Background: an optimization exercise with open tools, aiming at small area. Do not read the settings as production practice. Only simulation tests tie the RTL to the original design; equivalence was not proved.

Setup of the reference run:
// mbed_tester
module mbed_tester #(
        parameter IO_PHYSICAL = 16,
        parameter IO_LOGICAL_PER_BANK = 8,
        parameter IO_BANKS = 2,
        parameter DIGITAL_ID_COUNT = 3,
        parameter LED_COUNT = 4,
        parameter I2C_COUNT = 3,
        parameter AN_MUX_WIDTH = 8,
        parameter ANALOG_COUNT = 4
    )
    (
        input wire clk,
        input wire rst,
        output wire reset_req,
        output wire reprogram_req,
        input wire [IO_PHYSICAL - 1:0] io_in,
        output wire [IO_PHYSICAL - 1:0] io_val,
        output wire [IO_PHYSICAL - 1:0] io_drive,
        input wire reset_btn_in,
        output wire reset_btn_val,
        output wire reset_btn_drive,
        input wire reprogram_in,
        output wire reprogram_val,
        output wire reprogram_drive,
        input wire [DIGITAL_ID_COUNT - 1:0] digital_id_in,
        output wire [DIGITAL_ID_COUNT - 1:0] digital_id_val,
        output wire [DIGITAL_ID_COUNT - 1:0] digital_id_drive,
        input wire [LED_COUNT - 1:0] leds_in,
        output wire [LED_COUNT - 1:0] leds_val,
        output wire [LED_COUNT - 1:0] leds_drive,
  ...
Settings: LEC_CHECK=0, CAP_MARGIN=20, CORE_MARGIN=2, CORE_UTILIZATION=40, SLEW_MARGIN=20; clock period 12.0 ns.
standard.sh (not shown) runs the stock make flow with config.mk's settings and CLKGATE_MAP_FILE= SYNTH_SCRIPT=/design/flow/synth_recipe.tcl, a recipe that flattens the netlist after the stock synthesis.
==> flow/flow/run.sh <==
#!/bin/bash
# Layout flow: the standard flow (standard.sh) with two changes.
# 1. Synthesis maps the logic with flow/abc.script, an area-oriented ABC
#    script (flow/synth.tcl; otherwise the standard flow's synthesis unchanged).
# 2. Clock tree synthesis builds the tree from clkbuf_4 buffers, with sinks
#    clustered at most 7 to a leaf buffer within 40 um, and without the dummy
#    loads TritonCTS adds to balance the tree.
# Floorplan, power grid, placement, timing repair and routing are the
# standard flow's. make's output goes to flow_make.log; each ORFS step logs
# to orfs/logs/.
set -euo pipefail
cd "$(dirname "$0")/.."
WORK=$(pwd)
export FLOW_FLOW_ABC_SCRIPT="$WORK/flow/abc.script"
CTS="-sink_clustering_enable -repair_clock_nets -dont_use_dummy_load -buf_list sky130_fd_sc_hd__clkbuf_4 -sink_clustering_size 7 -sink_clustering_max_diameter 40"
bash standard.sh "SYNTH_SCRIPT=$WORK/flow/synth.tcl" "CTS_ARGS=$CTS" finish > flow_make.log 2>&1
==> flow/flow/abc.script <==
&get -n
&st
&dch
&nf -R 1000
&st
&syn2
&dch
&nf -R 1000
&put
topo
stime -c
buffer -c
upsize -c
dnsize -c
==> flow/flow/synth.tcl <==
proc synth {args} { yosys synth -nofsm -noshare {*}$args }
proc abc {args} {
  set i [lsearch -exact $args -script]
  if { $i >= 0 } {
    lset args [expr { $i + 1 }] $::env(FLOW_FLOW_ABC_SCRIPT)
  }
  yosys abc {*}$args
}
source $::env(SCRIPTS_DIR)/synth.tcl
# left out here: clear keep_hierarchy, flatten, clean up, hide names made inside functions, write 1_2_yosys.v
The reference run reached the end of the flow, and the finished layout is clean on the timing, design-rule and antenna checks.
Inputs modified between the reference run and the trial run:
Settings: SLEW_MARGIN now 35, was 20; CAP_MARGIN now 35, was 20.
[summary]
Diff the reference run -> the trial run: hold slack higher, worst stage delay on the critical path moved down. Comparing the reference run against the trial run, there is no change at all in layout inverter count without the clock tree. The critical path depth number comes out higher for the trial run vs the reference run. The trial run and the reference run ended up with roughly the same net switching power. Sequential cell area across the trial run and the reference run: no real change. From the trial run to the reference run, number of post-CTS setup repair buffers did not move at all. [diff] clock period minus final worst setup slack, the trial run relative to the reference run: improvement. Taking the reference run as the reference point, the final non-filler cell area of the trial run rises by about 0.33%.


mbed_tester, a different RTL version from the one above (not shown whole).
Size in the first run: roughly 55000 cells after synthesis, roughly 9400 flip-flops, about 0.49 mm^2 of cells after synthesis.
Settings: LEC_CHECK=0, CAP_MARGIN=20, CORE_MARGIN=2, CORE_UTILIZATION=40, SLEW_MARGIN=20; clock period 12.0 ns.
==> flow/flow/run.sh <==
#!/bin/bash
# Layout flow: the standard flow (standard.sh: ORFS with the standard flow's synthesis,
# floorplan, power grid, placement and routing) with one change at clock tree
# synthesis: the tree is built from clkbuf_4 buffers and without the dummy
# loads TritonCTS adds to balance it. Everything else, synthesis included, is
# the standard flow.
set -euo pipefail
cd "$(dirname "$0")/.."
CTS="-sink_clustering_enable -repair_clock_nets -dont_use_dummy_load -buf_list sky130_fd_sc_hd__clkbuf_4"
bash standard.sh "CTS_ARGS=$CTS" finish > flow_make.log 2>&1
Edit:
--- a/flow/flow/run.sh
+++ b/flow/flow/run.sh
@@ -4 +4,2 @@
-# synthesis: the tree is built from clkbuf_4 buffers and without the dummy
+# synthesis: the tree is built from clkbuf_4 buffers, with sinks clustered
+# at most 7 to a leaf buffer within 40 um, and without the dummy
@@ -9 +10 @@
-CTS="-sink_clustering_enable -repair_clock_nets -dont_use_dummy_load -buf_list sky130_fd_sc_hd__clkbuf_4"
+CTS="-sink_clustering_enable -repair_clock_nets -dont_use_dummy_load -buf_list sky130_fd_sc_hd__clkbuf_4 -sink_clustering_size 7 -sink_clustering_max_diameter 40"
- worst setup slack degrades by 0.086 ns
- worst hold slack degrades by 0.013 ns
- sequential cell count does not change

==> what the ideal ports hide <==
The flow's constraints put no driver on any port. The routed layouts listed below were extracted and timed again, unchanged, in two steps.
Step 1 (the two cells are an assumption about what drives the block):
set clk [get_ports {clk}]
set_driving_cell -lib_cell sky130_fd_sc_hd__clkbuf_16 $clk
set_driving_cell -lib_cell sky130_fd_sc_hd__buf_2 [delete_from_list [all_inputs] $clk]
Step 2 also shifts input and output timing later by t, the mid clock arrival at the registers, as if the neighbouring blocks saw the same clock.
Three values: ideal ports, drivers, drivers and shift; two values: the first two.
| run | t (ns) | slack for setup (ns) | worst hold slack (ns) | worst slew at a driven data input, ns | cell pins on the clock port's net |
|---|---|---|---|---|---|
| the reference run | 2.101 | 0.769 / 0.643 / 0.142 | 0.215 / 0.215 / 0.215 | 0.14 | 1 |
| the trial run | 2.102 | 0.783 / 0.760 / 0.053 | 0.269 / 0.269 / 0.269 | 0.15 | 1 |
| the first run of note 2 | 2.212 | 0.675 / 0.675 / 0.067 | 0.335 / 0.335 / 0.335 | 0.13 | 1 |
| the second run of note 2 | 2.272 | 0.589 / 0.589 / 0.034 | 0.322 / 0.322 / 0.322 | 0.12 | 1 |
After both steps every run listed still meets setup and hold. The setup slack of the trial run, which loses most, moves by -0.023 ns with the drivers and by -0.730 ns with both steps.
